Context: an optimization exercise on an open-source flow, tuned for small area, a short achievable clock period and few clock cycles per item. The choices shown serve that exercise and are no tape-out recipe. Function was checked by simulation only, so behaviour that the tests miss may differ from the original.

`flow/config.mk`:
```
export PLATFORM = sky130hd
export DESIGN_NAME = geofence
export DESIGN_NICKNAME = geofence
export VERILOG_FILES = /design/flow/design.v
export SDC_FILE = /design/flow/constraint.sdc
export NUM_CORES = 4
export LEC_CHECK = 0
export ABC_CLOCK_PERIOD_IN_PS = 4000
export CAP_MARGIN = 20
export CORE_MARGIN = 2
export CORE_UTILIZATION = 40
export PLACE_DENSITY = 0.75
export SLEW_MARGIN = 20
export SYNTH_HIERARCHICAL = 1
```
`flow/constraint.sdc`:
```
create_clock -name core_clock -period 12.0 [get_ports {clk}]
set_input_delay 2.4000 -clock core_clock [delete_from_list [all_inputs] [get_ports {clk}]]
set_output_delay 2.4000 -clock core_clock [all_outputs]
set_load 0.01 [all_outputs]
```
`flow/design.v`:
```
module geofence (clk, reset, X, Y, valid, is_inside);
input clk;
input reset;
input [9:0] X;
input [9:0] Y;
output valid;
output is_inside;
reg  [3:0] cnt;       
reg  [9:0] px, py;
reg  [9:0] dmx, dmy, rmx, rmy, lmx, lmy;    
reg        dsx, dsy, rsx, rsy, lsx, lsy;    
reg        in_flag;
wire [10:0] ex = {1'b0, X} - {1'b0, px};
wire [10:0] ey = {1'b0, Y} - {1'b0, py};
wire [9:0]  fx = px - X;
wire [9:0]  fy = py - Y;
wire        nx = ex[10], ny = ey[10];
wire        zx = (X == px), zy = (Y == py);
always @(posedge clk) begin
    dmx <= nx ? fx : ex[9:0];
    dmy <= ny ? fy : ey[9:0];
    dsx <= nx | (zx & ny);
    dsy <= ny | (zy & ~nx);
end
wire tie = ~dsy;
wire pa, ql;
cross_pos u_a (.usx(rsx), .umx(rmx), .usy(rsy), .umy(rmy),
               .wsx(dsx), .wmx(dmx), .wsy(dsy), .wmy(dmy), .tie(tie), .pos(pa));
cross_pos u_b (.usx(lsx), .umx(lmx), .usy(lsy), .umy(lmy),
               .wsx(dsx), .wmx(dmx), .wsy(dsy), .wmy(dmy), .tie(tie), .pos(ql));
wire pb = ~ql;        
always @(posedge clk or posedge reset) begin
    if (reset)            cnt <= 4'd0;
    else if (cnt[3])      cnt <= 4'd0;
    else                  cnt <= cnt + 4'd1;
end
wire first = (cnt == 4'd2);
always @(posedge clk) begin
    if (cnt == 4'd0) begin
        px <= X;
        py <= Y;
    end
    if (first || (!pa && pb)) begin
        rmx <= dmx; rsx <= dsx; rmy <= dmy; rsy <= dsy;
    end
    if (first || (pa && !pb)) begin
        lmx <= dmx; lsx <= dsx; lmy <= dmy; lsy <= dsy;
    end
    if (first)                          in_flag <= 1'b0;
    else if (!pa && !pb)               in_flag <= 1'b1;
end
assign valid = cnt[3];
assign is_inside = in_flag;
endmodule
module cross_pos (usx, umx, usy, umy, wsx, wmx, wsy, wmy, tie, pos);
input usx, usy, wsx, wsy, tie;
input [9:0] umx, umy, wmx, wmy;
output pos;
wire sa = usx ^ wsy;    
wire sb = usy ^ wsx;    
wire t = tie ^ sa;      
wire ge;                
wire p1;
wire n2;
wire p3;
wire n4;
wire p5;
wire n6;
wire p7;
wire n8;
wire p9;
wire n10;
wire p11;
wire n12;
wire p13;
wire n14;
wire p15;
wire n16;
wire p17;
wire n18;
wire p19;
wire n20;
wire p21;
wire n22;
wire p23;
wire n24;
wire p25;
wire n26;
wire p27;
wire n28;
wire p29;
wire n30;
wire p31;
wire n32;
wire p33;
wire n34;
wire p35;
wire n36;
wire p37;
wire n38;
wire p39;
wire n40;
wire p41;
wire n42;
wire p43;
wire n44;
wire p45;
wire n46;
wire p47;
wire n48;
wire p49;
wire n50;
wire p51;
wire n52;
wire p53;
wire n54;
wire p55;
wire n56;
wire p57;
wire n58;
wire p59;
wire n60;
wire p61;
wire n62;
wire p63;
wire n64;
wire p65;
wire n66;
wire p67;
wire n68;
wire p69;
wire n70;
wire p71;
wire n72;
wire p73;
wire n74;
wire p75;
wire n76;
wire p77;
wire n78;
wire p79;
wire n80;
wire p81;
wire n82;
wire p83;
wire n84;
wire p85;
wire n86;
wire p87;
wire n88;
wire p89;
wire n90;
wire p91;
wire n92;
wire p93;
wire n94;
wire p95;
wire n96;
wire p97;
wire n98;
wire p99;
wire n100;
wire p101;
wire n102;
wire p103;
wire n104;
wire p105;
wire n106;
wire p107;
wire n108;
wire p109;
wire n110;
wire p111;
wire n112;
wire p113;
wire n114;
wire p115;
wire n116;
wire p117;
wire n118;
wire p119;
wire n120;
wire p121;
wire n122;
wire p123;
wire n124;
wire p125;
wire n126;
wire p127;
wire n128;
wire p129;
wire n130;
wire p131;
wire n132;
wire p133;
wire n134;
wire p135;
wire n136;
wire p137;
wire n138;
wire p139;
wire n140;
wire p141;
wire n142;
wire p143;
wire n144;
wire p145;
wire n146;
wire p147;
wire n148;
wire p149;
wire n150;
wire p151;
wire n152;
wire p153;
wire n154;
wire p155;
wire n156;
wire p157;
wire n158;
wire p159;
wire n160;
wire p161;
wire n162;
wire p163;
wire n164;
wire p165;
wire n166;
wire p167;
wire n168;
wire p169;
wire n170;
wire p171;
wire n172;
wire p173;
wire n174;
wire p175;
wire n176;
wire p177;
wire n178;
wire p179;
wire n180;
wire p181;
wire n182;
wire p183;
wire n184;
wire p185;
wire n186;
wire p187;
wire n188;
wire p189;
wire n190;
wire p191;
wire n192;
wire p193;
wire n194;
wire p195;
wire n196;
wire p197;
wire n198;
wire p199;
wire n200;
wire s201;
wire c202;
wire s203;
wire c204;
wire s205;
wire c206;
wire s207;
wire c208;
wire s209;
wire c210;
wire s211;
wire c212;
wire s213;
wire c214;
wire s215;
wire c216;
wire s217;
wire c218;
wire s219;
wire c220;
wire s221;
wire c222;
wire s223;
wire c224;
wire s225;
wire c226;
wire s227;
wire c228;
wire s229;
wire c230;
wire s231;
wire c232;
wire s233;
wire c234;
wire s235;
wire c236;
wire s237;
wire c238;
wire s239;
wire c240;
wire s241;
wire c242;
wire s243;
wire c244;
wire s245;
wire c246;
wire s247;
wire c248;
wire s249;
wire c250;
wire s251;
wire c252;
wire s253;
wire c254;
wire s255;
wire c256;
wire s257;
wire c258;
wire s259;
wire c260;
wire s261;
wire c262;
wire s263;
wire c264;
wire s265;
wire c266;
wire s267;
wire c268;
wire s269;
wire c270;
wire s271;
wire c272;
wire s273;
wire c274;
wire s275;
wire c276;
wire s277;
wire c278;
wire s279;
wire c280;
wire s281;
wire c282;
wire s283;
wire c284;
wire s285;
wire c286;
wire s287;
wire c288;
wire s289;
wire c290;
wire s291;
wire c292;
wire s293;
wire c294;
wire s295;
wire c296;
wire s297;
wire c298;
wire s299;
wire c300;
wire s301;
wire c302;
wire s303;
wire c304;
wire s305;
wire c306;
wire s307;
wire c308;
wire s309;
wire c310;
wire s311;
wire c312;
wire s313;
wire c314;
wire s315;
wire c316;
wire s317;
wire c318;
wire s319;
wire c320;
wire s321;
wire c322;
wire s323;
wire c324;
wire s325;
wire c326;
wire s327;
wire c328;
wire s329;
wire c330;
wire s331;
wire c332;
wire s333;
wire c334;
wire s335;
wire c336;
wire s337;
wire c338;
wire s339;
wire c340;
wire s341;
wire c342;
wire s343;
wire c344;
wire s345;
wire c346;
wire s347;
wire c348;
wire s349;
wire c350;
wire s351;
wire c352;
wire s353;
wire c354;
wire s355;
wire c356;
wire s357;
wire c358;
wire s359;
wire c360;
wire s361;
wire c362;
wire s363;
wire c364;
wire s365;
wire c366;
wire s367;
wire c368;
wire s369;
wire c370;
wire s371;
wire c372;
wire s373;
wire c374;
wire s375;
wire c376;
wire s377;
wire c378;
wire s379;
wire c380;
wire s381;
wire c382;
wire s383;
wire c384;
wire s385;
wire c386;
wire s387;
wire c388;
wire s389;
wire c390;
wire s391;
wire c392;
wire s393;
wire c394;
wire s395;
wire c396;
wire s397;
wire c398;
wire s399;
wire c400;
wire s401;
wire c402;
wire s403;
wire c404;
wire s405;
wire c406;
wire s407;
wire c408;
wire s409;
wire c410;
wire s411;
wire c412;
wire s413;
wire c414;
wire s415;
wire c416;
wire s417;
wire c418;
wire s419;
wire c420;
wire s421;
wire c422;
wire s423;
wire c424;
wire s425;
wire c426;
wire s427;
wire c428;
wire s429;
wire c430;
wire s431;
wire c432;
wire s433;
wire c434;
wire s435;
wire c436;
wire s437;
wire c438;
wire s439;
wire c440;
wire s441;
wire c442;
wire s443;
wire c444;
wire s445;
wire c446;
wire s447;
wire c448;
wire s449;
wire c450;
wire s451;
wire c452;
wire s453;
wire c454;
wire s455;
wire c456;
wire s457;
wire c458;
wire s459;
wire c460;
wire s461;
wire c462;
wire s463;
wire c464;
wire s465;
wire c466;
wire s467;
wire c468;
wire s469;
wire c470;
wire s471;
wire c472;
wire s473;
wire c474;
wire s475;
wire c476;
wire s477;
wire c478;
wire s479;
wire c480;
wire s481;
wire c482;
wire s483;
wire c484;
wire s485;
wire c486;
wire s487;
wire c488;
wire s489;
wire c490;
wire s491;
wire c492;
wire s493;
wire c494;
wire s495;
wire c496;
wire s497;
wire c498;
wire s499;
wire c500;
wire s501;
wire c502;
wire s503;
wire c504;
wire s505;
wire c506;
wire s507;
wire c508;
wire s509;
wire c510;
wire s511;
wire c512;
wire s513;
wire c514;
wire s515;
wire c516;
wire s517;
wire c518;
wire s519;
wire c520;
wire s521;
wire c522;
wire s523;
wire c524;
wire s525;
wire c526;
wire s527;
wire c528;
wire s529;
wire c530;
wire s531;
wire c532;
wire s533;
wire c534;
wire s535;
wire c536;
wire s537;
wire c538;
wire s539;
wire c540;
wire s541;
wire c542;
wire s543;
wire c544;
wire s545;
wire c546;
wire s547;
wire c548;
wire s549;
wire c550;
wire s551;
wire c552;
wire s553;
wire c554;
wire s555;
wire c556;
wire s557;
wire c558;
wire s559;
wire c560;
wire s561;
wire c562;
wire s563;
wire c564;
wire s565;
wire c566;
wire g567;
wire q568;
wire g569;
wire q570;
wire g571;
wire q572;
wire g573;
wire q574;
wire g575;
wire q576;
wire g577;
wire q578;
wire g579;
wire q580;
wire g581;
wire q582;
wire g583;
wire q584;
wire g585;
wire q586;
wire g587;
wire q588;
wire g589;
wire q590;
wire g591;
wire q592;
wire g593;
wire q594;
wire g595;
wire q596;
wire g597;
wire q598;
wire g599;
wire q600;
wire g601;
wire q602;
wire g603;
wire q604;
wire g605;
wire q606;
wire g607;
wire q608;
wire g609;
wire q610;
wire g611;
wire q612;
wire g613;
wire q614;
wire g615;
wire q616;
wire g617;
wire q618;
wire g619;
wire q620;
wire g621;
wire q622;
wire g623;
wire q624;
wire g625;
wire q626;
wire g627;
wire q628;
wire g629;
wire q630;
wire g631;
wire q632;
wire g633;
wire q634;
wire g635;
wire q636;
wire g637;
wire q638;
wire g639;
wire q640;
wire g641;
wire q642;
wire g643;
wire q644;
wire g645;
wire q646;
assign p1 = umx[0] & wmy[0];
assign n2 = ~(umy[0] & wmx[0]);
assign p3 = umx[0] & wmy[1];
assign n4 = ~(umy[0] & wmx[1]);
assign p5 = umx[0] & wmy[2];
assign n6 = ~(umy[0] & wmx[2]);
assign p7 = umx[0] & wmy[3];
assign n8 = ~(umy[0] & wmx[3]);
assign p9 = umx[0] & wmy[4];
assign n10 = ~(umy[0] & wmx[4]);
assign p11 = umx[0] & wmy[5];
assign n12 = ~(umy[0] & wmx[5]);
assign p13 = umx[0] & wmy[6];
assign n14 = ~(umy[0] & wmx[6]);
assign p15 = umx[0] & wmy[7];
assign n16 = ~(umy[0] & wmx[7]);
assign p17 = umx[0] & wmy[8];
assign n18 = ~(umy[0] & wmx[8]);
assign p19 = umx[0] & wmy[9];
assign n20 = ~(umy[0] & wmx[9]);
assign p21 = umx[1] & wmy[0];
assign n22 = ~(umy[1] & wmx[0]);
assign p23 = umx[1] & wmy[1];
assign n24 = ~(umy[1] & wmx[1]);
assign p25 = umx[1] & wmy[2];
assign n26 = ~(umy[1] & wmx[2]);
assign p27 = umx[1] & wmy[3];
assign n28 = ~(umy[1] & wmx[3]);
assign p29 = umx[1] & wmy[4];
assign n30 = ~(umy[1] & wmx[4]);
assign p31 = umx[1] & wmy[5];
assign n32 = ~(umy[1] & wmx[5]);
assign p33 = umx[1] & wmy[6];
assign n34 = ~(umy[1] & wmx[6]);
assign p35 = umx[1] & wmy[7];
assign n36 = ~(umy[1] & wmx[7]);
assign p37 = umx[1] & wmy[8];
assign n38 = ~(umy[1] & wmx[8]);
assign p39 = umx[1] & wmy[9];
assign n40 = ~(umy[1] & wmx[9]);
assign p41 = umx[2] & wmy[0];
assign n42 = ~(umy[2] & wmx[0]);
assign p43 = umx[2] & wmy[1];
assign n44 = ~(umy[2] & wmx[1]);
assign p45 = umx[2] & wmy[2];
assign n46 = ~(umy[2] & wmx[2]);
assign p47 = umx[2] & wmy[3];
assign n48 = ~(umy[2] & wmx[3]);
assign p49 = umx[2] & wmy[4];
assign n50 = ~(umy[2] & wmx[4]);
assign p51 = umx[2] & wmy[5];
assign n52 = ~(umy[2] & wmx[5]);
assign p53 = umx[2] & wmy[6];
assign n54 = ~(umy[2] & wmx[6]);
assign p55 = umx[2] & wmy[7];
assign n56 = ~(umy[2] & wmx[7]);
assign p57 = umx[2] & wmy[8];
assign n58 = ~(umy[2] & wmx[8]);
assign p59 = umx[2] & wmy[9];
assign n60 = ~(umy[2] & wmx[9]);
assign p61 = umx[3] & wmy[0];
assign n62 = ~(umy[3] & wmx[0]);
assign p63 = umx[3] & wmy[1];
assign n64 = ~(umy[3] & wmx[1]);
assign p65 = umx[3] & wmy[2];
assign n66 = ~(umy[3] & wmx[2]);
assign p67 = umx[3] & wmy[3];
assign n68 = ~(umy[3] & wmx[3]);
assign p69 = umx[3] & wmy[4];
assign n70 = ~(umy[3] & wmx[4]);
assign p71 = umx[3] & wmy[5];
assign n72 = ~(umy[3] & wmx[5]);
assign p73 = umx[3] & wmy[6];
assign n74 = ~(umy[3] & wmx[6]);
assign p75 = umx[3] & wmy[7];
assign n76 = ~(umy[3] & wmx[7]);
assign p77 = umx[3] & wmy[8];
assign n78 = ~(umy[3] & wmx[8]);
assign p79 = umx[3] & wmy[9];
assign n80 = ~(umy[3] & wmx[9]);
assign p81 = umx[4] & wmy[0];
assign n82 = ~(umy[4] & wmx[0]);
assign p83 = umx[4] & wmy[1];
assign n84 = ~(umy[4] & wmx[1]);
assign p85 = umx[4] & wmy[2];
assign n86 = ~(umy[4] & wmx[2]);
assign p87 = umx[4] & wmy[3];
assign n88 = ~(umy[4] & wmx[3]);
assign p89 = umx[4] & wmy[4];
assign n90 = ~(umy[4] & wmx[4]);
assign p91 = umx[4] & wmy[5];
assign n92 = ~(umy[4] & wmx[5]);
assign p93 = umx[4] & wmy[6];
assign n94 = ~(umy[4] & wmx[6]);
assign p95 = umx[4] & wmy[7];
assign n96 = ~(umy[4] & wmx[7]);
assign p97 = umx[4] & wmy[8];
assign n98 = ~(umy[4] & wmx[8]);
assign p99 = umx[4] & wmy[9];
assign n100 = ~(umy[4] & wmx[9]);
assign p101 = umx[5] & wmy[0];
assign n102 = ~(umy[5] & wmx[0]);
assign p103 = umx[5] & wmy[1];
assign n104 = ~(umy[5] & wmx[1]);
assign p105 = umx[5] & wmy[2];
assign n106 = ~(umy[5] & wmx[2]);
assign p107 = umx[5] & wmy[3];
assign n108 = ~(umy[5] & wmx[3]);
assign p109 = umx[5] & wmy[4];
assign n110 = ~(umy[5] & wmx[4]);
assign p111 = umx[5] & wmy[5];
assign n112 = ~(umy[5] & wmx[5]);
assign p113 = umx[5] & wmy[6];
assign n114 = ~(umy[5] & wmx[6]);
assign p115 = umx[5] & wmy[7];
assign n116 = ~(umy[5] & wmx[7]);
assign p117 = umx[5] & wmy[8];
assign n118 = ~(umy[5] & wmx[8]);
assign p119 = umx[5] & wmy[9];
assign n120 = ~(umy[5] & wmx[9]);
assign p121 = umx[6] & wmy[0];
assign n122 = ~(umy[6] & wmx[0]);
assign p123 = umx[6] & wmy[1];
assign n124 = ~(umy[6] & wmx[1]);
assign p125 = umx[6] & wmy[2];
assign n126 = ~(umy[6] & wmx[2]);
assign p127 = umx[6] & wmy[3];
assign n128 = ~(umy[6] & wmx[3]);
assign p129 = umx[6] & wmy[4];
assign n130 = ~(umy[6] & wmx[4]);
assign p131 = umx[6] & wmy[5];
assign n132 = ~(umy[6] & wmx[5]);
assign p133 = umx[6] & wmy[6];
assign n134 = ~(umy[6] & wmx[6]);
assign p135 = umx[6] & wmy[7];
assign n136 = ~(umy[6] & wmx[7]);
assign p137 = umx[6] & wmy[8];
assign n138 = ~(umy[6] & wmx[8]);
assign p139 = umx[6] & wmy[9];
assign n140 = ~(umy[6] & wmx[9]);
assign p141 = umx[7] & wmy[0];
assign n142 = ~(umy[7] & wmx[0]);
assign p143 = umx[7] & wmy[1];
assign n144 = ~(umy[7] & wmx[1]);
assign p145 = umx[7] & wmy[2];
assign n146 = ~(umy[7] & wmx[2]);
assign p147 = umx[7] & wmy[3];
assign n148 = ~(umy[7] & wmx[3]);
assign p149 = umx[7] & wmy[4];
assign n150 = ~(umy[7] & wmx[4]);
assign p151 = umx[7] & wmy[5];
assign n152 = ~(umy[7] & wmx[5]);
assign p153 = umx[7] & wmy[6];
assign n154 = ~(umy[7] & wmx[6]);
assign p155 = umx[7] & wmy[7];
assign n156 = ~(umy[7] & wmx[7]);
assign p157 = umx[7] & wmy[8];
assign n158 = ~(umy[7] & wmx[8]);
assign p159 = umx[7] & wmy[9];
assign n160 = ~(umy[7] & wmx[9]);
assign p161 = umx[8] & wmy[0];
assign n162 = ~(umy[8] & wmx[0]);
assign p163 = umx[8] & wmy[1];
assign n164 = ~(umy[8] & wmx[1]);
assign p165 = umx[8] & wmy[2];
assign n166 = ~(umy[8] & wmx[2]);
assign p167 = umx[8] & wmy[3];
assign n168 = ~(umy[8] & wmx[3]);
assign p169 = umx[8] & wmy[4];
assign n170 = ~(umy[8] & wmx[4]);
assign p171 = umx[8] & wmy[5];
assign n172 = ~(umy[8] & wmx[5]);
assign p173 = umx[8] & wmy[6];
assign n174 = ~(umy[8] & wmx[6]);
assign p175 = umx[8] & wmy[7];
assign n176 = ~(umy[8] & wmx[7]);
assign p177 = umx[8] & wmy[8];
assign n178 = ~(umy[8] & wmx[8]);
assign p179 = umx[8] & wmy[9];
assign n180 = ~(umy[8] & wmx[9]);
assign p181 = umx[9] & wmy[0];
assign n182 = ~(umy[9] & wmx[0]);
assign p183 = umx[9] & wmy[1];
assign n184 = ~(umy[9] & wmx[1]);
assign p185 = umx[9] & wmy[2];
assign n186 = ~(umy[9] & wmx[2]);
assign p187 = umx[9] & wmy[3];
assign n188 = ~(umy[9] & wmx[3]);
assign p189 = umx[9] & wmy[4];
assign n190 = ~(umy[9] & wmx[4]);
assign p191 = umx[9] & wmy[5];
assign n192 = ~(umy[9] & wmx[5]);
assign p193 = umx[9] & wmy[6];
assign n194 = ~(umy[9] & wmx[6]);
assign p195 = umx[9] & wmy[7];
assign n196 = ~(umy[9] & wmx[7]);
assign p197 = umx[9] & wmy[8];
assign n198 = ~(umy[9] & wmx[8]);
assign p199 = umx[9] & wmy[9];
assign n200 = ~(umy[9] & wmx[9]);
fa_cell us201 (.a(1'b1), .b(n110), .c(n128), .s(s201), .co(c202));
assign s203 = 1'b1 ^ n112;
assign c204 = 1'b1 & n112;
fa_cell us205 (.a(1'b1), .b(n104), .c(n122), .s(s205), .co(c206));
fa_cell us207 (.a(1'b1), .b(n106), .c(n124), .s(s207), .co(c208));
fa_cell us209 (.a(n142), .b(n16), .c(n34), .s(s209), .co(c210));
assign s211 = n52 ^ n70;
assign c212 = n52 & n70;
fa_cell us213 (.a(1'b1), .b(n108), .c(n126), .s(s213), .co(c214));
fa_cell us215 (.a(n144), .b(n162), .c(n18), .s(s215), .co(c216));
fa_cell us217 (.a(n36), .b(n54), .c(n72), .s(s217), .co(c218));
fa_cell us219 (.a(n90), .b(p107), .c(p125), .s(s219), .co(c220));
assign s221 = p143 ^ p161;
assign c222 = p143 & p161;
fa_cell us223 (.a(n146), .b(n164), .c(n182), .s(s223), .co(c224));
fa_cell us225 (.a(n20), .b(n38), .c(n56), .s(s225), .co(c226));
fa_cell us227 (.a(n74), .b(n92), .c(p109), .s(s227), .co(c228));
fa_cell us229 (.a(p127), .b(p145), .c(p163), .s(s229), .co(c230));
fa_cell us231 (.a(p181), .b(p19), .c(p37), .s(s231), .co(c232));
assign s233 = p55 ^ p73;
assign c234 = p55 & p73;
fa_cell us235 (.a(n130), .b(n148), .c(n166), .s(s235), .co(c236));
fa_cell us237 (.a(n184), .b(n40), .c(n58), .s(s237), .co(c238));
fa_cell us239 (.a(n76), .b(n94), .c(p111), .s(s239), .co(c240));
fa_cell us241 (.a(p129), .b(p147), .c(p165), .s(s241), .co(c242));
fa_cell us243 (.a(p183), .b(p39), .c(p57), .s(s243), .co(c244));
fa_cell us245 (.a(p75), .b(p93), .c(s203), .s(s245), .co(c246));
fa_cell us247 (.a(n114), .b(n132), .c(n150), .s(s247), .co(c248));
fa_cell us249 (.a(n168), .b(n186), .c(n60), .s(s249), .co(c250));
fa_cell us251 (.a(n78), .b(n96), .c(p113), .s(s251), .co(c252));
fa_cell us253 (.a(p131), .b(p149), .c(p167), .s(s253), .co(c254));
fa_cell us255 (.a(p185), .b(p59), .c(p77), .s(s255), .co(c256));
fa_cell us257 (.a(n116), .b(n134), .c(n152), .s(s257), .co(c258));
fa_cell us259 (.a(n170), .b(n188), .c(n80), .s(s259), .co(c260));
fa_cell us261 (.a(n98), .b(p115), .c(p133), .s(s261), .co(c262));
fa_cell us263 (.a(n100), .b(n118), .c(n136), .s(s263), .co(c264));
fa_cell us265 (.a(1'b1), .b(n10), .c(n28), .s(s265), .co(c266));
fa_cell us267 (.a(1'b1), .b(n102), .c(n12), .s(s267), .co(c268));
fa_cell us269 (.a(n30), .b(n48), .c(n66), .s(s269), .co(c270));
assign s271 = n84 ^ p101;
assign c272 = n84 & p101;
fa_cell us273 (.a(n14), .b(n32), .c(n50), .s(s273), .co(c274));
fa_cell us275 (.a(n68), .b(n86), .c(p103), .s(s275), .co(c276));
fa_cell us277 (.a(p121), .b(p13), .c(p31), .s(s277), .co(c278));
assign s279 = p49 ^ p67;
assign c280 = p49 & p67;
fa_cell us281 (.a(n88), .b(p105), .c(p123), .s(s281), .co(c282));
fa_cell us283 (.a(p141), .b(p15), .c(p33), .s(s283), .co(c284));
fa_cell us285 (.a(p51), .b(p69), .c(p87), .s(s285), .co(c286));
fa_cell us287 (.a(s211), .b(c206), .c(s207), .s(s287), .co(c288));
fa_cell us289 (.a(p17), .b(p35), .c(p53), .s(s289), .co(c290));
fa_cell us291 (.a(p71), .b(p89), .c(c212), .s(s291), .co(c292));
fa_cell us293 (.a(s221), .b(c208), .c(c210), .s(s293), .co(c294));
fa_cell us295 (.a(s213), .b(s215), .c(s217), .s(s295), .co(c296));
fa_cell us297 (.a(p91), .b(c222), .c(s233), .s(s297), .co(c298));
fa_cell us299 (.a(c214), .b(c216), .c(c218), .s(s299), .co(c300));
fa_cell us301 (.a(c220), .b(s201), .c(s223), .s(s301), .co(c302));
fa_cell us303 (.a(s225), .b(s227), .c(s229), .s(s303), .co(c304));
fa_cell us305 (.a(c234), .b(c202), .c(c224), .s(s305), .co(c306));
fa_cell us307 (.a(c226), .b(c228), .c(c230), .s(s307), .co(c308));
fa_cell us309 (.a(c232), .b(s235), .c(s237), .s(s309), .co(c310));
fa_cell us311 (.a(s239), .b(s241), .c(s243), .s(s311), .co(c312));
fa_cell us313 (.a(p95), .b(c204), .c(c236), .s(s313), .co(c314));
fa_cell us315 (.a(c238), .b(c240), .c(c242), .s(s315), .co(c316));
fa_cell us317 (.a(c244), .b(s247), .c(s249), .s(s317), .co(c318));
fa_cell us319 (.a(s251), .b(s253), .c(s255), .s(s319), .co(c320));
fa_cell us321 (.a(p151), .b(p169), .c(p187), .s(s321), .co(c322));
fa_cell us323 (.a(p79), .b(p97), .c(c248), .s(s323), .co(c324));
fa_cell us325 (.a(c250), .b(c252), .c(c254), .s(s325), .co(c326));
fa_cell us327 (.a(c256), .b(s257), .c(s259), .s(s327), .co(c328));
fa_cell us329 (.a(n154), .b(n172), .c(n190), .s(s329), .co(c330));
fa_cell us331 (.a(p117), .b(p135), .c(p153), .s(s331), .co(c332));
fa_cell us333 (.a(p171), .b(p189), .c(p99), .s(s333), .co(c334));
fa_cell us335 (.a(c258), .b(c260), .c(c262), .s(s335), .co(c336));
fa_cell us337 (.a(n120), .b(n138), .c(n156), .s(s337), .co(c338));
fa_cell us339 (.a(n174), .b(n192), .c(p119), .s(s339), .co(c340));
fa_cell us341 (.a(p137), .b(p155), .c(p173), .s(s341), .co(c342));
fa_cell us343 (.a(n140), .b(n158), .c(n176), .s(s343), .co(c344));
assign s345 = 1'b1 ^ n24;
assign c346 = 1'b1 & n24;
fa_cell us347 (.a(1'b1), .b(n26), .c(n44), .s(s347), .co(c348));
fa_cell us349 (.a(n62), .b(n8), .c(p25), .s(s349), .co(c350));
fa_cell us351 (.a(n46), .b(n64), .c(n82), .s(s351), .co(c352));
fa_cell us353 (.a(p27), .b(p45), .c(p63), .s(s353), .co(c354));
assign s355 = p81 ^ p9;
assign c356 = p81 & p9;
fa_cell us357 (.a(p11), .b(p29), .c(p47), .s(s357), .co(c358));
fa_cell us359 (.a(p65), .b(p83), .c(s271), .s(s359), .co(c360));
fa_cell us361 (.a(c266), .b(s267), .c(s269), .s(s361), .co(c362));
fa_cell us363 (.a(p85), .b(c272), .c(s279), .s(s363), .co(c364));
fa_cell us365 (.a(c268), .b(c270), .c(s205), .s(s365), .co(c366));
fa_cell us367 (.a(s273), .b(s275), .c(s277), .s(s367), .co(c368));
fa_cell us369 (.a(c280), .b(c274), .c(c276), .s(s369), .co(c370));
fa_cell us371 (.a(c278), .b(s209), .c(s281), .s(s371), .co(c372));
fa_cell us373 (.a(s283), .b(s285), .c(s287), .s(s373), .co(c374));
fa_cell us375 (.a(c282), .b(c284), .c(c286), .s(s375), .co(c376));
fa_cell us377 (.a(s219), .b(s289), .c(s291), .s(s377), .co(c378));
fa_cell us379 (.a(c288), .b(s293), .c(s295), .s(s379), .co(c380));
fa_cell us381 (.a(c290), .b(s231), .c(c292), .s(s381), .co(c382));
fa_cell us383 (.a(s297), .b(c294), .c(c296), .s(s383), .co(c384));
fa_cell us385 (.a(s299), .b(s301), .c(s303), .s(s385), .co(c386));
fa_cell us387 (.a(c298), .b(s245), .c(c300), .s(s387), .co(c388));
fa_cell us389 (.a(c302), .b(c304), .c(s305), .s(s389), .co(c390));
fa_cell us391 (.a(s307), .b(s309), .c(s311), .s(s391), .co(c392));
fa_cell us393 (.a(c246), .b(c306), .c(c308), .s(s393), .co(c394));
fa_cell us395 (.a(c310), .b(c312), .c(s313), .s(s395), .co(c396));
fa_cell us397 (.a(s315), .b(s317), .c(s319), .s(s397), .co(c398));
fa_cell us399 (.a(s261), .b(s321), .c(c314), .s(s399), .co(c400));
fa_cell us401 (.a(c316), .b(c318), .c(c320), .s(s401), .co(c402));
fa_cell us403 (.a(s323), .b(s325), .c(s327), .s(s403), .co(c404));
fa_cell us405 (.a(c322), .b(s263), .c(s329), .s(s405), .co(c406));
fa_cell us407 (.a(s331), .b(s333), .c(c324), .s(s407), .co(c408));
fa_cell us409 (.a(c326), .b(c328), .c(s335), .s(s409), .co(c410));
fa_cell us411 (.a(p191), .b(c264), .c(c330), .s(s411), .co(c412));
fa_cell us413 (.a(c332), .b(c334), .c(s337), .s(s413), .co(c414));
fa_cell us415 (.a(s339), .b(s341), .c(c336), .s(s415), .co(c416));
fa_cell us417 (.a(n194), .b(p139), .c(p157), .s(s417), .co(c418));
fa_cell us419 (.a(p175), .b(p193), .c(c338), .s(s419), .co(c420));
fa_cell us421 (.a(c340), .b(c342), .c(s343), .s(s421), .co(c422));
fa_cell us423 (.a(n160), .b(n178), .c(n196), .s(s423), .co(c424));
fa_cell us425 (.a(p159), .b(p177), .c(p195), .s(s425), .co(c426));
assign s427 = 1'b1 ^ n22;
assign c428 = 1'b1 & n22;
fa_cell us429 (.a(n42), .b(n6), .c(p23), .s(s429), .co(c430));
assign s431 = p41 ^ p5;
assign c432 = p41 & p5;
fa_cell us433 (.a(p43), .b(p61), .c(p7), .s(s433), .co(c434));
fa_cell us435 (.a(c346), .b(s347), .c(s349), .s(s435), .co(c436));
fa_cell us437 (.a(s355), .b(c348), .c(c350), .s(s437), .co(c438));
fa_cell us439 (.a(s265), .b(s351), .c(s353), .s(s439), .co(c440));
fa_cell us441 (.a(c356), .b(c352), .c(c354), .s(s441), .co(c442));
fa_cell us443 (.a(s357), .b(s359), .c(s361), .s(s443), .co(c444));
fa_cell us445 (.a(c358), .b(c360), .c(s363), .s(s445), .co(c446));
fa_cell us447 (.a(c362), .b(s365), .c(s367), .s(s447), .co(c448));
fa_cell us449 (.a(c364), .b(c366), .c(c368), .s(s449), .co(c450));
fa_cell us451 (.a(s369), .b(s371), .c(s373), .s(s451), .co(c452));
fa_cell us453 (.a(c370), .b(c372), .c(s375), .s(s453), .co(c454));
fa_cell us455 (.a(s377), .b(c374), .c(s379), .s(s455), .co(c456));
fa_cell us457 (.a(c376), .b(c378), .c(s381), .s(s457), .co(c458));
fa_cell us459 (.a(c380), .b(s383), .c(s385), .s(s459), .co(c460));
fa_cell us461 (.a(c382), .b(c384), .c(s387), .s(s461), .co(c462));
fa_cell us463 (.a(c386), .b(s389), .c(s391), .s(s463), .co(c464));
fa_cell us465 (.a(c388), .b(c390), .c(s393), .s(s465), .co(c466));
fa_cell us467 (.a(c392), .b(s395), .c(s397), .s(s467), .co(c468));
fa_cell us469 (.a(c394), .b(c396), .c(s399), .s(s469), .co(c470));
fa_cell us471 (.a(c398), .b(s401), .c(s403), .s(s471), .co(c472));
fa_cell us473 (.a(s405), .b(c400), .c(c402), .s(s473), .co(c474));
fa_cell us475 (.a(s407), .b(c404), .c(s409), .s(s475), .co(c476));
fa_cell us477 (.a(c406), .b(s411), .c(s413), .s(s477), .co(c478));
fa_cell us479 (.a(c408), .b(c410), .c(s415), .s(s479), .co(c480));
fa_cell us481 (.a(s417), .b(c412), .c(c414), .s(s481), .co(c482));
fa_cell us483 (.a(s419), .b(s421), .c(c416), .s(s483), .co(c484));
fa_cell us485 (.a(c344), .b(c418), .c(s423), .s(s485), .co(c486));
fa_cell us487 (.a(s425), .b(c420), .c(c422), .s(s487), .co(c488));
fa_cell us489 (.a(n180), .b(n198), .c(p179), .s(s489), .co(c490));
fa_cell us491 (.a(p197), .b(c424), .c(c426), .s(s491), .co(c492));
assign s493 = n4 ^ p21;
assign c494 = n4 & p21;
fa_cell us495 (.a(c428), .b(s345), .c(s431), .s(s495), .co(c496));
fa_cell us497 (.a(c432), .b(c430), .c(s433), .s(s497), .co(c498));
fa_cell us499 (.a(c434), .b(c436), .c(s437), .s(s499), .co(c500));
fa_cell us501 (.a(c438), .b(c440), .c(s441), .s(s501), .co(c502));
fa_cell us503 (.a(c442), .b(s445), .c(c444), .s(s503), .co(c504));
fa_cell us505 (.a(c446), .b(c448), .c(s449), .s(s505), .co(c506));
fa_cell us507 (.a(c450), .b(s453), .c(c452), .s(s507), .co(c508));
fa_cell us509 (.a(c454), .b(s457), .c(c456), .s(s509), .co(c510));
fa_cell us511 (.a(c458), .b(s461), .c(c460), .s(s511), .co(c512));
fa_cell us513 (.a(c462), .b(s465), .c(c464), .s(s513), .co(c514));
fa_cell us515 (.a(c466), .b(s469), .c(c468), .s(s515), .co(c516));
fa_cell us517 (.a(c470), .b(s473), .c(c472), .s(s517), .co(c518));
fa_cell us519 (.a(s477), .b(c474), .c(c476), .s(s519), .co(c520));
fa_cell us521 (.a(c478), .b(s481), .c(s483), .s(s521), .co(c522));
fa_cell us523 (.a(s485), .b(c482), .c(s487), .s(s523), .co(c524));
fa_cell us525 (.a(s489), .b(c486), .c(s491), .s(s525), .co(c526));
fa_cell us527 (.a(n200), .b(p199), .c(c490), .s(s527), .co(c528));
assign s529 = n2 ^ p1;
assign c530 = n2 & p1;
fa_cell us531 (.a(p3), .b(s427), .c(s493), .s(s531), .co(c532));
fa_cell us533 (.a(c494), .b(s429), .c(s495), .s(s533), .co(c534));
fa_cell us535 (.a(c496), .b(s435), .c(s497), .s(s535), .co(c536));
fa_cell us537 (.a(c498), .b(s439), .c(s499), .s(s537), .co(c538));
fa_cell us539 (.a(c500), .b(s501), .c(s443), .s(s539), .co(c540));
fa_cell us541 (.a(c502), .b(s447), .c(s503), .s(s541), .co(c542));
fa_cell us543 (.a(c504), .b(s505), .c(s451), .s(s543), .co(c544));
fa_cell us545 (.a(c506), .b(s455), .c(s507), .s(s545), .co(c546));
fa_cell us547 (.a(s459), .b(c508), .c(s509), .s(s547), .co(c548));
fa_cell us549 (.a(s463), .b(c510), .c(s511), .s(s549), .co(c550));
fa_cell us551 (.a(s467), .b(c512), .c(s513), .s(s551), .co(c552));
fa_cell us553 (.a(s471), .b(c514), .c(s515), .s(s553), .co(c554));
fa_cell us555 (.a(s475), .b(c516), .c(s517), .s(s555), .co(c556));
fa_cell us557 (.a(s479), .b(s519), .c(c518), .s(s557), .co(c558));
fa_cell us559 (.a(c480), .b(s521), .c(c520), .s(s559), .co(c560));
fa_cell us561 (.a(c484), .b(s523), .c(c522), .s(s561), .co(c562));
fa_cell us563 (.a(c488), .b(s525), .c(c524), .s(s563), .co(c564));
fa_cell us565 (.a(c492), .b(s527), .c(c526), .s(s565), .co(c566));
assign g567 = s529 & t;
assign q568 = s529 | t;
assign g569 = c530 & s531;
assign q570 = c530 | s531;
assign g571 = c532 & s533;
assign q572 = c532 | s533;
assign g573 = c534 & s535;
assign q574 = c534 | s535;
assign g575 = c536 & s537;
assign q576 = c536 | s537;
assign g577 = c538 & s539;
assign q578 = c538 | s539;
assign g579 = c540 & s541;
assign q580 = c540 | s541;
assign g581 = c542 & s543;
assign q582 = c542 | s543;
assign g583 = c544 & s545;
assign q584 = c544 | s545;
assign g585 = c546 & s547;
assign q586 = c546 | s547;
assign g587 = c548 & s549;
assign q588 = c548 | s549;
assign g589 = c550 & s551;
assign q590 = c550 | s551;
assign g591 = c552 & s553;
assign q592 = c552 | s553;
assign g593 = c554 & s555;
assign q594 = c554 | s555;
assign g595 = c556 & s557;
assign q596 = c556 | s557;
assign g597 = s559 & c558;
assign q598 = s559 | c558;
assign g599 = s561 & c560;
assign q600 = s561 | c560;
assign g601 = s563 & c562;
assign q602 = s563 | c562;
assign g603 = s565 & c564;
assign q604 = s565 | c564;
assign g605 = c528 & c566;
assign q606 = c528 | c566;
assign g607 = g569 | (q570 & g567);
assign q608 = q570 & q568;
assign g609 = g573 | (q574 & g571);
assign q610 = q574 & q572;
assign g611 = g577 | (q578 & g575);
assign q612 = q578 & q576;
assign g613 = g581 | (q582 & g579);
assign q614 = q582 & q580;
assign g615 = g585 | (q586 & g583);
assign q616 = q586 & q584;
assign g617 = g589 | (q590 & g587);
assign q618 = q590 & q588;
assign g619 = g593 | (q594 & g591);
assign q620 = q594 & q592;
assign g621 = g597 | (q598 & g595);
assign q622 = q598 & q596;
assign g623 = g601 | (q602 & g599);
assign q624 = q602 & q600;
assign g625 = g605 | (q606 & g603);
assign q626 = q606 & q604;
assign g627 = g609 | (q610 & g607);
assign q628 = q610 & q608;
assign g629 = g613 | (q614 & g611);
assign q630 = q614 & q612;
assign g631 = g617 | (q618 & g615);
assign q632 = q618 & q616;
assign g633 = g621 | (q622 & g619);
assign q634 = q622 & q620;
assign g635 = g625 | (q626 & g623);
assign q636 = q626 & q624;
assign g637 = g629 | (q630 & g627);
assign q638 = q630 & q628;
assign g639 = g633 | (q634 & g631);
assign q640 = q634 & q632;
assign g641 = 1'b0 | (1'b1 & g635);
assign q642 = 1'b1 & q636;
assign g643 = g639 | (q640 & g637);
assign q644 = q640 & q638;
assign g645 = g641 | (q642 & g643);
assign q646 = q642 & q644;
assign ge = ~(g645 ^ 1'b1);
assign pos = (sa ^ sb) ? ~sa : (ge ^ sa);
endmodule
module fa_cell (a, b, c, s, co);
input a, b, c;
output s, co;
assign s = a ^ b ^ c;
assign co = (a & b) | (a & c) | (b & c);
endmodule
```
`flow/flow/run.sh`:
```
#!/bin/bash
set -euo pipefail
bash standard.sh SETUP_SLACK_MARGIN=6 finish > standard.log 2>&1
```
`flow/standard.sh`:
```
#!/bin/bash
# synth_recipe.tcl (not shown) runs the flow's synth.tcl, then flattens the netlist and writes it again
# the make line also repeats each setting of config.mk as NAME=value (left out here)
make -C /OpenROAD-flow-scripts/flow DESIGN_CONFIG=/design/flow/config.mk WORK_HOME=/design/flow/orfs CLKGATE_MAP_FILE= SYNTH_SCRIPT=/design/flow/synth_recipe.tcl "${@:-finish}"
```
==> results of run 1 <==
sequential cells by signal (all words and copies together) (netlist names):
| name | flops |
|---|---|
| rmx | 10 |
| dmy | 10 |
| dsx | 1 |
| dsy | 1 |
| lmx | 10 |
| lsy | 1 |
| rsy | 1 |
| rmy | 10 |
| dmx | 10 |
| lsx | 1 |
| in_flag | 1 |
| cnt | 4 |
| lmy | 10 |
| px | 10 |
| py | 10 |
| rsx | 1 |
cell type report:
| class | count | share of cell area [%] |
|---|---|---|
| clock inverter | 7 | 0.406 |
| inverter | 57 | 1.39 |
| timing repair buffer | 41 | 2.61 |
| clock buffer | 9 | 1.46 |
| tap | 461 | 3.74 |
| multi-input combinational | 1069 | 74.0 |
| sequential | 91 | 16.4 |
worst max-delay path by stage:
stage / to / slack [ns]
2_1_floorplan: rmx[0]$_DFFE_PP_ / 6.36
3_3_place_gp: rmy[6]$_DFFE_PP_ / 5.55
3_5_place_dp: rmy[6]$_DFFE_PP_ / 5.40
4_1_cts: lmy[1]$_DFFE_PP_ / 6.10
5_1_grt: lmy[0]$_DFFE_PP_ / 5.99
6_report: lmy[1]$_DFFE_PP_ / 6.25
what timing repair did:
action	CTS	global route
pin swaps	0	2
cloned	1	0
endpoints found under the hold margin	0	0
endpoints found under the setup margin	44	44
buffers inserted	0	11
hold buffers	0	0
gates resized for setup	17	10
Yosys stat by module, one instance, submodules excluded:
module	times used	cell area, µm²
cross_pos	2	1520
fa_cell	342	20.0
geofence	1	4340
logic make-up (layout without fill, tap and decap cells):
kind of cell               after synthesis  count (layout)  synth area share (%)
and+or+nand+nor                        469             469                  16.4
adders and majority gates              405             405                  53.9
AOI/OAI and AO/OA                      139             140                  6.51
buffers and inverters                  106             114                  2.98
DFF                                     91              91                  17.5
xor gates and xnor gates                23              23                  1.42
muxes                                   18              18                  1.28
other                                    2              14                0.0528
critical path: cells and delay by family (launching register included):
family          cells  cell delay, ns
compound gates      6            1.26
flops               1            0.62
simple gates        1            0.15
fa+ha+maj           6            2.94
mux                 1            0.48
synthesized netlist by cell type (all sizes together), types with 3 or more instances:
| master | count | share of area (%) |
|---|---|---|
| a21o | 12 | 0.63 |
| nand2 | 209 | 5.5 |
| xor2 | 12 | 0.74 |
| and2 | 203 | 8.9 |
| a221o | 3 | 0.22 |
| o21ai | 23 | 0.81 |
| a21oi | 33 | 1.2 |
| mux2i | 16 | 1.1 |
| dfxtp | 23 | 3.2 |
| dfrtp | 4 | 0.70 |
| ha | 59 | 5.2 |
| nand2b | 3 | 0.13 |
| a22o | 6 | 0.37 |
| clkbuf | 45 | 1.2 |
| a21boi | 3 | 0.16 |
| and3 | 3 | 0.14 |
| inv | 57 | 1.5 |
| a211oi | 5 | 0.37 |
| xnor2 | 11 | 0.68 |
| o21bai | 3 | 0.16 |
| edfxtp | 64 | 14 |
| nor2b | 4 | 0.18 |
| a31oi | 13 | 0.57 |
| fa | 346 | 49 |
| nor2 | 29 | 0.77 |
| nand3 | 7 | 0.25 |
| buf | 4 | 0.29 |
| o211ai | 8 | 0.42 |
| nor3 | 5 | 0.18 |
| o22ai | 12 | 0.53 |
| nor3b | 3 | 0.16 |
routing by layer:
layer / GRT usage, % / up-vias / share of wire (%)
met3: 5.07 / 97 / 8.8
li1: - / 4068 / -
met2: 33.2 / 505 / 50
met5: 0 / - / 0
met4: 6.58 / 0 / 2.7
met1: 24.5 / 4947 / 38
metrics by stage:
step	cell area (µm²)
3_5_place_dp	14900
5_1_grt	15400
6_report	15400
4_1_cts	15300
3_3_place_gp	14900
2_1_floorplan	14300
cell usage in the layout (no fill, tap or decap), types with 4 or more instances in the layout:
master and n:
a21o_1 11, a21oi_1 33, a22o_1 6, a31oi_1 13, and2_1 203, buf_4 15, clkbuf_16 9, clkdlybuf4s50_1 23
conb_1 14, dfrtp_1 4, dfxtp_1 9, dfxtp_2 5, dfxtp_4 9, edfxtp_1 64, fa_1 346, ha_1 59
inv_1 57, mux2i_1 16, nand2_1 209, nand3_1 7, nor2_1 29, nor2b_1 4, nor3_1 5, o211ai_1 8
o21ai_0 21, o22ai_1 12, xnor2_1 11, xor2_1 12
==> results.json, run 1 <==
{
  "status": "complete, no violations",
  "nFillCells": 3212,
  "crit_arrival_ns": 5.81,
  "seq_area_um2": 2520,
  "setup_viol": 0,
  "r2r_end": "lmy[1]$_DFFE_PP_",
  "cts.sinks": 91,
  "cts.path.max_buffers": 2,
  "die_area_um2": 37100,
  "hold_ws_ns": 0.464,
  "setup_tns_ns": 0,
  "routedWlPerCell_um": 19.6,
  "startpoint_type": "flop",
  "vias_per_cell": 5.54,
  "first_pass_iters": 5,
  "min_from": "cnt[0]$_DFF_PP0_",
  "clk_pin_slew_ns": 0.07,
  "ys_seq_elements": 91,
  "antennaDiodeCount": 0,
  "synth_ff_type": "edfxtp_1",
  "final_cell_count_no_fill": 1735,
  "drtAntennaViolNets": 0,
  "yosys_warnings": 7,
  "synthCells": 1253,
  "crit_type": "reg -> reg",
  "async_flop_share_pct": 4.40,
  "clock_skew_ns": 0.0138,
  "reg2reg_depth": 14,
  "synth_area_um2": 14200,
  "critPathRequiredTime_ns": 12.06,
  "drtIter0Drc": 990,
  "fin_crit_sh_pct": 47.9,
  "critPathCaptureType": "flop",
  "preCtsSetupSlack_ns": 5.40,
  "avgSynthCellArea_um2": 11.4,
  "r2r-start": "rmy[5]$_DFFE_PP_",
  "place_congestion": 0.882,
  "r2r_slack_ns": 6.25,
  "dr_total_vias": 9617,
  "yosysUniqueCellTypes": 53,
  "fp.dieH_um": 193,
  "utilization_pct": 43.6,
  "grt_antenna_before_repair": 0,
  "setup_slack_ns": 6.25,
  "insertion_delay_ns": 0.35,
  "path_cells": "nand2_1 -> fa_1 -> fa_1 -> fa_1 -> fa_1 -> fa_1 -> fa_1 -> o2111ai_1 -> o21ai_0 -> o21ai_0 -> a21oi_1 -> a211oi_2 -> mux2_1 -> a21o_4",
  "cp_slowest_stage_delay_ns": 0.62,
  "slew_viol_final": 0,
  "grt_pass1_wl_um": 56200,
  "core_um2": 35300,
  "rsz0062_at_grt": "no",
  "track_usage_pct": 19.6,
  "crit_path_frequent_cell": "fa_1",
  "grt_max_degree": 23,
  "max_freq_ghz": 0.174,
  "remaining_drc_errors": 0,
  "clockRootBuffer": "clkbuf_16",
  "dp_hpwl_um": 25500,
  "worst_pin_slew_ns": 1.10,
  "wl_um": 34000,
  "cts_tree": "yes",
  "drive_above_1_share_pct": 4.55,
  "grt_pass1_vias": 11000,
  "min_to": "cnt[0]$_DFF_PP0_",
  "fp.dieW_um": 193,
  "dp_cells": 1707,
  "gr-total-overflow": 0,
  "cts_made_buffers": 9,
  "hp-class": "reg -> reg",
  "area_growth_pct": 8.33,
  "final.min_clock_period_ns": 5.75,
  "critPathMaxFanout": 22,
  "num_rows": 69,
  "start_util_pct": 40.3,
  "htreeDepth": 3,
  "finalHoldViolCount": 0,
  "crit_slowest_cell": "edfxtp_1",
  "multi_input_area_um2": 11400,
  "whs_path_depth": 1,
  "io_buffers": 23,
  "yosysSeqAreaShare_pct": 17.5,
  "crit_start": "rmy[5]$_DFFE_PP_",
  "nets": 1696,
  "slew_headroom_pct": 26.2,
  "cap_violations": 0,
  "ios": 24,
  "synth_edf_count": 64
}
Testbench counts, summed over its fixed seeds: cycles 10,800, objects 1,200.
==> run 2, diff against run 1 <==
--- a/flow/config.mk
+++ b/flow/config.mk
@@ -10,5 +10,5 @@
 export CORE_MARGIN = 2
 export CORE_UTILIZATION = 40
-export PLACE_DENSITY = 0.75
+export GPL_ROUTABILITY_DRIVEN = 0
 export SLEW_MARGIN = 20
 export SYNTH_HIERARCHICAL = 1
==> results.json, run 2 <==
{
  "async_flop_share_pct": 4.40,
  "clockRootBuffer": "clkbuf_16",
  "insertion_delay_ns": 0.35,
  "synth_area_um2": 14200,
  "synth_fa_ha_area_share_pct": 53.9,
  "critPathMaxFanout": 22,
  "fp.dieH_um": 193,
  "layout_common_cells": "346 x fa_1, 209 x nand2_1, 203 x and2_1",
  "vias_per_cell": 5.33,
  "hp-class": "reg -> reg",
  "remaining_drc_errors": 0,
  "num_rows": 69,
  "muxShareOfSynthArea_pct": 1.28,
  "cts.path.max_buffers": 2,
  "fin_crit_sh_pct": 48.0,
  "drtIter0Drc": 667,
  "cap_violations": 0,
  "routedWlPerCell_um": 19.9,
  "synth_compound_area_share_pct": 6.51,
  "synthCells": 1253,
  "area_growth_pct": 8.06,
  "yosys-top-cells-count": "346 x fa_1, 209 x nand2_1, 203 x and2_1",
  "final.min_clock_period_ns": 5.77,
  "r2r_slack_ns": 6.23,
  "final_cell_count_no_fill": 1734,
  "yosys.area.top_type": "fa_1",
  "synth_top_family_by_area": "adder cells",
  "dpl-instance-area_um2": 15000,
  "grt_pass1_vias": 10400,
  "yosysUniqueCellTypes": 53,
  "drive_above_1_share_pct": 4.08,
  "status": "complete, no violations",
  "finalHoldViolCount": 0,
  "synth-simple-area-share_pct": 16.4,
  "htreeDepth": 3,
  "avgSynthCellArea_um2": 11.4,
  "synth_top_cell_area_share_pct": 48.7,
  "ys_seq_elements": 91,
  "track_usage_pct": 20.2,
  "ios": 24,
  "gr-total-overflow": 0,
  "cts.sinks": 91,
  "dr_total_vias": 9250,
  "crit_arrival_ns": 5.83,
  "clk_pin_slew_ns": 0.07,
  "crit_type": "reg -> reg",
  "start_util_pct": 40.3,
  "synth_edf_count": 64,
  "grt_antenna_before_repair": 0,
  "synth_ff_type": "edfxtp_1",
  "setup_tns_ns": 0,
  "nets": 1695,
  "yosys_warnings": 7,
  "ys_top_cells_by_area": "fa_1 49%, edfxtp_1 14%, and2_1 8.9%, nand2_1 5.5%, ha_1 5.2%",
  "first_pass_iters": 6,
  "critPathRequiredTime_ns": 12.07,
  "max_freq_ghz": 0.173,
  "setup_viol": 0,
  "fp.dieW_um": 193,
  "startpoint_type": "flop",
  "yosysMostFrequentCell": "fa_1",
  "yosysSeqAreaShare_pct": 17.5,
  "grt_pass1_wl_um": 56700,
  "antennaDiodeCount": 0,
  "grt_max_degree": 23,
  "rsz0062_at_grt": "no",
  "clock_skew_ns": 0.0175,
  "die_area_um2": 37100,
  "dp_cells": 1712,
  "final_common_cell": "fa_1",
  "worst_pin_slew_ns": 1.20,
  "slew_viol_final": 0,
  "preCtsSetupSlack_ns": 5.37,
  "cts_made_buffers": 9,
  "critPathCaptureType": "flop",
  "synth_xor_area_share_pct": 1.42,
  "drtAntennaViolNets": 0,
  "io_buffers": 23,
  "setup_slack_ns": 6.23,
  "cts_tree": "yes",
  "wl_um": 34600,
  "final_area_um2": 15400,
  "dp_hpwl_um": 26200,
  "core_um2": 35300,
  "slew_headroom_pct": 20.2
}
## run 2: cell counts after synthesis
Identical to the previous run, type by type.
## run 2: final timing paths
check                            startpoint          endpoint  depth (start not counted)
setup / recovery           rmx[1]$_DFFE_PP_  lmx[7]$_DFFE_PP_                         14
hold / removal             cnt[0]$_DFF_PP0_  cnt[0]$_DFF_PP0_                          1
setup reg to reg           rmx[1]$_DFFE_PP_  lmx[7]$_DFFE_PP_                         14
hold reg to reg            cnt[0]$_DFF_PP0_  cnt[0]$_DFF_PP0_                          1
max in group asynchronous             reset  cnt[3]$_DFF_PP0_                          2
min in group asynchronous             reset  cnt[0]$_DFF_PP0_                          2
## run 2: cell type report
class / instances / area, µm²
multi-input combinational: 1069 / 11400
sequential: 91 / 2510
inverter: 57 / 214
timing repair buffer: 40 / 383
clock inverter: 6 / 56.3
fill: 3348 / 19900
tap: 461 / 577
clock buffer: 10 / 229
## run 2: logic make-up (layout without fill, tap and decap cells)
kind of cell,count (synthesis),count (layout)
multiplexers,18,18
XOR/XNOR,23,23
flip-flops,91,91
other,2,14
buffers and inverters,106,113
adder cells (fa/ha/maj),405,405
AND/OR/NAND/NOR,469,469
AO/OA/AOI/OAI,139,140
## run 2: Yosys stat by module (local to each module, per instance)
module	cells	times used
geofence	343	1
cross_pos	284	2
fa_cell	1	342
## run 2: through the flow
stage	util, %	hold WS (ns)
floorplan	-	0.432
global placement	42.4	0.449
detailed placement	42.4	0.456
global route	43.5	0.510
finish	43.5	0.457
CTS	43.3	0.467
## run 2: per-layer routing
| layer | share of wire (%) | GRT usage [%] |
|---|---|---|
| met4 | 2.4 | 5.02 |
| met2 | 50 | 34.3 |
| met3 | 6.4 | 3.22 |
| met5 | 0 | 0 |
| met1 | 41 | 27.0 |
## run 2: worst max-delay path, cell delays in order, from the launching register on
cell and delay [ns]:
edfxtp_1 0.62, and2_1 0.28, fa_1 0.42, fa_1 0.48
fa_1 0.46, fa_1 0.49, fa_1 0.53, fa_1 0.48
o2111ai_1 0.20, o21ai_0 0.11, o21ai_0 0.17, a21oi_1 0.09
a211oi_2 0.29, mux2_1 0.48, a21o_4 0.37
## run 2: repair_timing
item	in CTS	in global routing
gates resized for setup	12	6
hold buffers	0	0
setup buffers	0	5
gates cloned	1	0
setup endpoints to repair	44	44
pin swaps	1	2
==> run 3, diff against run 2 <==
--- a/flow/config.mk
+++ b/flow/config.mk
@@ -10,5 +10,5 @@
 export CORE_MARGIN = 2
 export CORE_UTILIZATION = 40
-export GPL_ROUTABILITY_DRIVEN = 0
+export CTS_BUF_LIST = sky130_fd_sc_hd__clkbuf_4 sky130_fd_sc_hd__clkbuf_8
 export SLEW_MARGIN = 20
 export SYNTH_HIERARCHICAL = 1
==> results.json, run 3 <==
{
  "die_area_um2": 37100,
  "clock_skew_ns": 0.0252,
  "nets": 1696,
  "grtUsageMet1_pct": 27.0,
  "min_from": "cnt[0]$_DFF_PP0_",
  "yosys_warnings": 7,
  "area_growth_pct": 7.42,
  "grt_antenna_before_repair": 0,
  "num_rows": 69,
  "dr_total_vias": 9165,
  "r2r_end": "lmy[8]$_DFFE_PP_",
  "critPathCaptureType": "flop",
  "critPathMaxFanout": 22,
  "final_common_cell": "fa_1",
  "dp_hpwl_um": 26200,
  "drtIter0Drc": 691,
  "gr-total-overflow": 0,
  "seq_area_um2": 2510,
  "r2r_slack_ns": 6.21,
  "r2r-start": "rmx[1]$_DFFE_PP_",
  "crit_slowest_cell": "edfxtp_1",
  "finalHoldViolCount": 0,
  "yosys.area.top_type": "fa_1",
  "drtAntennaViolNets": 0,
  "ios": 24,
  "yosysMostFrequentCell": "fa_1",
  "avgSynthCellArea_um2": 11.4,
  "yosysSeqAreaShare_pct": 17.5,
  "grt_pass1_wl_um": 56600,
  "remaining_drc_errors": 0,
  "cp_top_family": "adder cells",
  "slew_viol_final": 0,
  "max_freq_ghz": 0.173,
  "synth_top_cell_area_share_pct": 48.7,
  "layout_common_cells": "346 x fa_1, 209 x nand2_1, 203 x and2_1",
  "crit_buf_inv": 0,
  "clk_pin_slew_ns": 0.10,
  "io_buffers": 23,
  "setup_tns_ns": 0,
  "startpoint_type": "flop",
  "synth_ff_type": "edfxtp_1",
  "place_congestion": 0.834,
  "synth_area_um2": 14200,
  "crit_path_frequent_cell": "fa_1",
  "nFillCells": 3355,
  "core_um2": 35300,
  "clockRootBuffer": "clkbuf_8",
  "final_area_um2": 15300,
  "cts.sinks": 91,
  "postCtsHoldBufs": 0,
  "grt_pass1_vias": 10400,
  "dpl-instance-area_um2": 15000,
  "setup_viol": 0,
  "cts_tree": "yes",
  "fin_crit_sh_pct": 48.2,
  "vias_per_cell": 5.28,
  "ys_seq_elements": 91,
  "path_cells": "and2_1 -> fa_1 -> fa_1 -> fa_1 -> fa_1 -> fa_1 -> fa_1 -> o2111ai_1 -> o21ai_0 -> o21ai_0 -> a21oi_1 -> a211oi_2 -> mux2_1 -> a21o_4",
  "hold_ws_ns": 0.462,
  "grt_max_degree": 23,
  "fp.dieH_um": 193,
  "fp.dieW_um": 193,
  "wl_um": 34500,
  "ys_top_cells_by_area": "fa_1 49%, edfxtp_1 14%, and2_1 8.9%, nand2_1 5.5%, ha_1 5.2%",
  "first_pass_iters": 5,
  "critPathRequiredTime_ns": 12.09,
  "worst_pin_slew_ns": 1.15,
  "met3_usage_pct": 3.26,
  "drive_above_1_share_pct": 4.24,
  "yosys-top-cells-count": "346 x fa_1, 209 x nand2_1, 203 x and2_1",
  "reg2reg_depth": 14,
  "track_usage_pct": 20.2,
  "async_flop_share_pct": 4.40,
  "whs_path_depth": 1,
  "htreeDepth": 3,
  "cap_violations": 0,
  "synthCells": 1253,
  "rsz0062_at_grt": "yes",
  "yosysUniqueCellTypes": 53,
  "synth_edf_count": 64,
  "cp_slowest_stage_delay_ns": 0.64,
  "multi_input_area_um2": 11400,
  "insertion_delay_ns": 0.38,
  "crit_arrival_ns": 5.88,
  "slew_headroom_pct": 23.1,
  "antennaDiodeCount": 0,
  "cts_made_buffers": 9,
  "cts.path.max_buffers": 2,
  "hp-class": "reg -> reg",
  "status": "complete, no violations",
  "top_usage_layer": "met2",
  "final.min_clock_period_ns": 5.79,
  "min_to": "cnt[0]$_DFF_PP0_",
  "start_util_pct": 40.3,
  "crit_type": "reg -> reg",
  "routedWlPerCell_um": 19.9,
  "met2_usage_pct": 34.3
}
## run 3: cell counts after synthesis
Identical to the previous run, type by type.
## run 3: worst max path at each step
stage,start,end,depth (start not counted)
3_5_place_dp,dmx[7]$_DFF_P_,rmx[5]$_DFFE_PP_,14
3_3_place_gp,dmx[2]$_DFF_P_,rmx[8]$_DFFE_PP_,14
6_report,rmx[1]$_DFFE_PP_,lmy[8]$_DFFE_PP_,14
2_1_floorplan,dmx[7]$_DFF_P_,rmx[0]$_DFFE_PP_,15
5_1_grt,dmx[8]$_DFF_P_,lmx[7]$_DFFE_PP_,15
4_1_cts,dmx[7]$_DFF_P_,lmx[0]$_DFFE_PP_,14
## run 3: worst reg2reg max path: cells and delay by family (launching register included)
family | cells | cell delay (ns)
adder cells (fa/ha/maj) | 6 | 2.86
AO/OA/AOI/OAI | 6 | 1.23
flip-flops | 1 | 0.64
multiplexers | 1 | 0.48
AND/OR/NAND/NOR | 1 | 0.29
## run 3: what timing repair did
item                                    CTS  global route
gates cloned                              1             0
pin swaps                                 0             2
endpoints found under the setup margin   44            44
setup buffers                             0             6
gates resized for setup                  12             6
## run 3: logic make-up after synthesis
logic type,after synthesis,synth area share (%)
and+or+nand+nor,469,16.4
adders and majority gates,405,53.9
AOI/OAI and AO/OA,139,6.51
buffers and inverters,106,2.98
DFF,91,17.5
xor gates and xnor gates,23,1.42
muxes,18,1.28
other,2,0.0528
## run 3: final cells by class
type,count,area share [%]
Multi-Input combinational cell,1069,74.6
Sequential cell,91,16.4
Tap cell,461,3.78
Timing Repair Buffer,41,2.56
Inverter,57,1.40
Clock buffer,10,0.860
Clock inverter,6,0.369
## run 3: metal layers
layer	part of all wire (%)	up-vias
met3	6.0	49
met1	42	4732
li1	-	4059
met5	0	-
met4	2.1	0
met2	50	325
## run 3: metrics by stage
stage | instances | util, % | setup WS (ns)
after global placement | 1712 | 42.4 | 5.52
final | 1735 | 43.3 | 6.21
after detailed placement | 1712 | 42.4 | 5.37
after CTS | 1729 | 43.0 | 6.09
after global routing | 1735 | 43.3 | 6.01
after floorplan | 1265 | - | 6.36
## run 3: per-module statistics from Yosys, one instance, submodules excluded
module	flops+latches	copies in the design	area (µm²)	cells inside
geofence	91	1	4340	343
fa_cell	0	342	20.0	1
cross_pos	0	2	1520	284
==> run 4, diff against run 3 <==
--- a/flow/config.mk
+++ b/flow/config.mk
@@ -6,9 +6,8 @@
 export NUM_CORES = 4
 export LEC_CHECK = 0
-export ABC_CLOCK_PERIOD_IN_PS = 4000
+export ABC_AREA = 1
 export CAP_MARGIN = 20
 export CORE_MARGIN = 2
 export CORE_UTILIZATION = 40
-export CTS_BUF_LIST = sky130_fd_sc_hd__clkbuf_4 sky130_fd_sc_hd__clkbuf_8
 export SLEW_MARGIN = 20
 export SYNTH_HIERARCHICAL = 1
==> results.json, run 4 <==
{
  "remaining_drc_errors": 0,
  "worst_pin_slew_ns": 0.653,
  "area_growth_pct": 6.65,
  "max_freq_ghz": 0.179,
  "grt_pass1_wl_um": 63100,
  "final.min_clock_period_ns": 5.57,
  "avgSynthCellArea_um2": 8.74,
  "postCtsHoldBufs": 0,
  "crit_start": "dmx[8]$_DFF_P_",
  "synth_area_um2": 15300,
  "drive_above_1_share_pct": 4.33,
  "yosys-top-cells-count": "640 x nand2_1, 346 x fa_1, 306 x inv_1",
  "fin_crit_sh_pct": 46.4,
  "cap_violations": 0,
  "yosys.area.top_type": "fa_1",
  "hold_ws_ns": 0.468,
  "insertion_delay_ns": 0.35,
  "die_area_um2": 39900,
  "r2r_slack_ns": 6.43,
  "async_flop_share_pct": 4.40,
  "cts_setup_buffers": 0,
  "place_congestion": 0.857,
  "min_from": "cnt[0]$_DFF_PP0_",
  "setup_viol": 0,
  "wl_um": 38100,
  "r2r-start": "dmx[8]$_DFF_P_",
  "drtAntennaViolNets": 0,
  "grt_antenna_before_repair": 0,
  "core_um2": 37800,
  "crit_end": "lmy[9]$_DFFE_PP_",
  "status": "complete, no violations",
  "startpoint_type": "flop",
  "critPathCaptureType": "flop",
  "ys_top_cells_by_area": "fa_1 45%, nand2_1 16%, edfxtp_1 13%, inv_1 7.5%, ha_1 4.8%",
  "crit_type": "reg -> reg",
  "synth_ff_type": "edfxtp_1",
  "ys_seq_elements": 91,
  "multi_input_area_um2": 11400,
  "antennaDiodeCount": 0,
  "critPathRequiredTime_ns": 12.01,
  "cts_made_buffers": 9,
  "synth_edf_count": 64,
  "routedWlPerCell_um": 17.0,
  "htreeDepth": 3,
  "seq_area_um2": 2500,
  "final_common_cell": "nand2_1"
}
run 4: cell count changes in the layout (fill, tap and decap cells not counted), moves of 11 or more:
cell,before,now
a31oi_1,13,0
nor2_1,29,56
nand2_1,209,639
a21oi_1,33,22
inv_1,57,306
a21o_1,11,0
nand3_1,7,48
o21ai_0,21,10
o22ai_1,12,0
and2_1,203,0
mux2i_1,16,0
run 4: worst min-delay path by stage:
| stage | endpoint | cells past startpoint |
|---|---|---|
| 3_5_place_dp | cnt[0]$_DFF_PP0_ | 1 |
| 2_1_floorplan | cnt[0]$_DFF_PP0_ | 1 |
| 5_1_grt | cnt[0]$_DFF_PP0_ | 1 |
| 4_1_cts | cnt[0]$_DFF_PP0_ | 1 |
| 3_3_place_gp | cnt[0]$_DFF_PP0_ | 1 |
| 6_report | cnt[0]$_DFF_PP0_ | 1 |
run 4: per-stage QoR:
stage | setup WS (ns) | area (µm²) | cells
floorplan | 6.30 | 15400 | 1767
global placement | 5.80 | 16000 | 2226
detailed placement | 5.70 | 16000 | 2226
CTS | 6.18 | 16300 | 2242
global route | 6.08 | 16400 | 2243
finish | 6.43 | 16400 | 2243
run 4: final cells by class:
class / count / share of cell area [%]
well taps: 511 / 3.91
inverters: 313 / 7.18
flip-flops and latches: 91 / 15.3
clock buffers: 9 / 1.38
clock inverters: 7 / 0.497
multi-input cells: 1277 / 69.8
repair buffers: 35 / 1.96
run 4: timing repair:
action | in CTS | in global routing
resized for setup | 11 | 6
setup endpoints to repair | 44 | 44
cloned | 0 | 1
pin swaps | 0 | 1
run 4: kinds of logic after synthesis:
logic type                 Yosys count  synth area share (%)
DFF                                 91                  16.2
buffers and inverters              400                  9.95
other                                2                0.0490
adders and majority gates          405                  50.0
AOI/OAI and AO/OA                   68                  3.05
xor gates and xnor gates            14                 0.799
and+or+nand+nor                    775                  20.0
run 4: worst max-delay path, stage by stage, from the launching register on:
cell,delay [ns]
dfxtp_2,0.49
buf_4,0.27
nand2_1,0.10
fa_1,0.52
fa_1,0.47
fa_1,0.42
fa_1,0.54
fa_1,0.43
fa_1,0.52
nor2_1,0.06
nor2_1,0.15
nand3_1,0.11
a21oi_1,0.16
nor2_1,0.06
nand2_1,0.09
nand2_2,0.07
nand2_1,0.08
nand2_1,0.07
nand2_1,0.22
nand2_1,0.15
nand2_4,0.27
run 4: routing by layer:
layer  share of wire, %  track usage (%)
met1                 42             27.1
met2                 49             35.7
met3                6.7             3.07
met4                2.4             5.35
met5                  0                0
run 4: Yosys stat by module, one instance, submodules excluded:
module | flops+latches | copies in the design
fa_cell | 0 | 342
cross_pos | 0 | 2
geofence | 91 | 1

[what the ideal ports hide]
No port has a modelled driver above. Below, the same layouts with a new extraction and two added sets of constraints. Step 1 (the two cells are an assumption about what drives the block):
set clk [get_ports {clk}]
set_driving_cell -lib_cell sky130_fd_sc_hd__clkbuf_16 $clk
set_driving_cell -lib_cell sky130_fd_sc_hd__buf_2 [delete_from_list [all_inputs] $clk]
Step 2, shift: input delay + t, output delay - t, t = (earliest + latest rising clock arrival at the registers) / 2. This alone moves slack from input paths to output paths. a / b / c = no drivers / after step 1 / after step 2; a / b = the first two.
| run | t, ns | setup WS [ns] | clock arrival spread, ns |
|---|---|---|---|
| run 1 | 0.384 | 6.252 / 6.252 / 6.252 | 0.016 / 0.016 |
| run 2 | 0.387 | 6.234 / 6.234 / 6.234 | 0.017 / 0.017 |
| run 3 | 0.405 | 6.212 / 6.212 / 6.212 | 0.025 / 0.025 |
| run 4 | 0.382 | 6.427 / 6.427 / 6.427 | 0.014 / 0.014 |
After both steps every run listed still meets setup and hold.
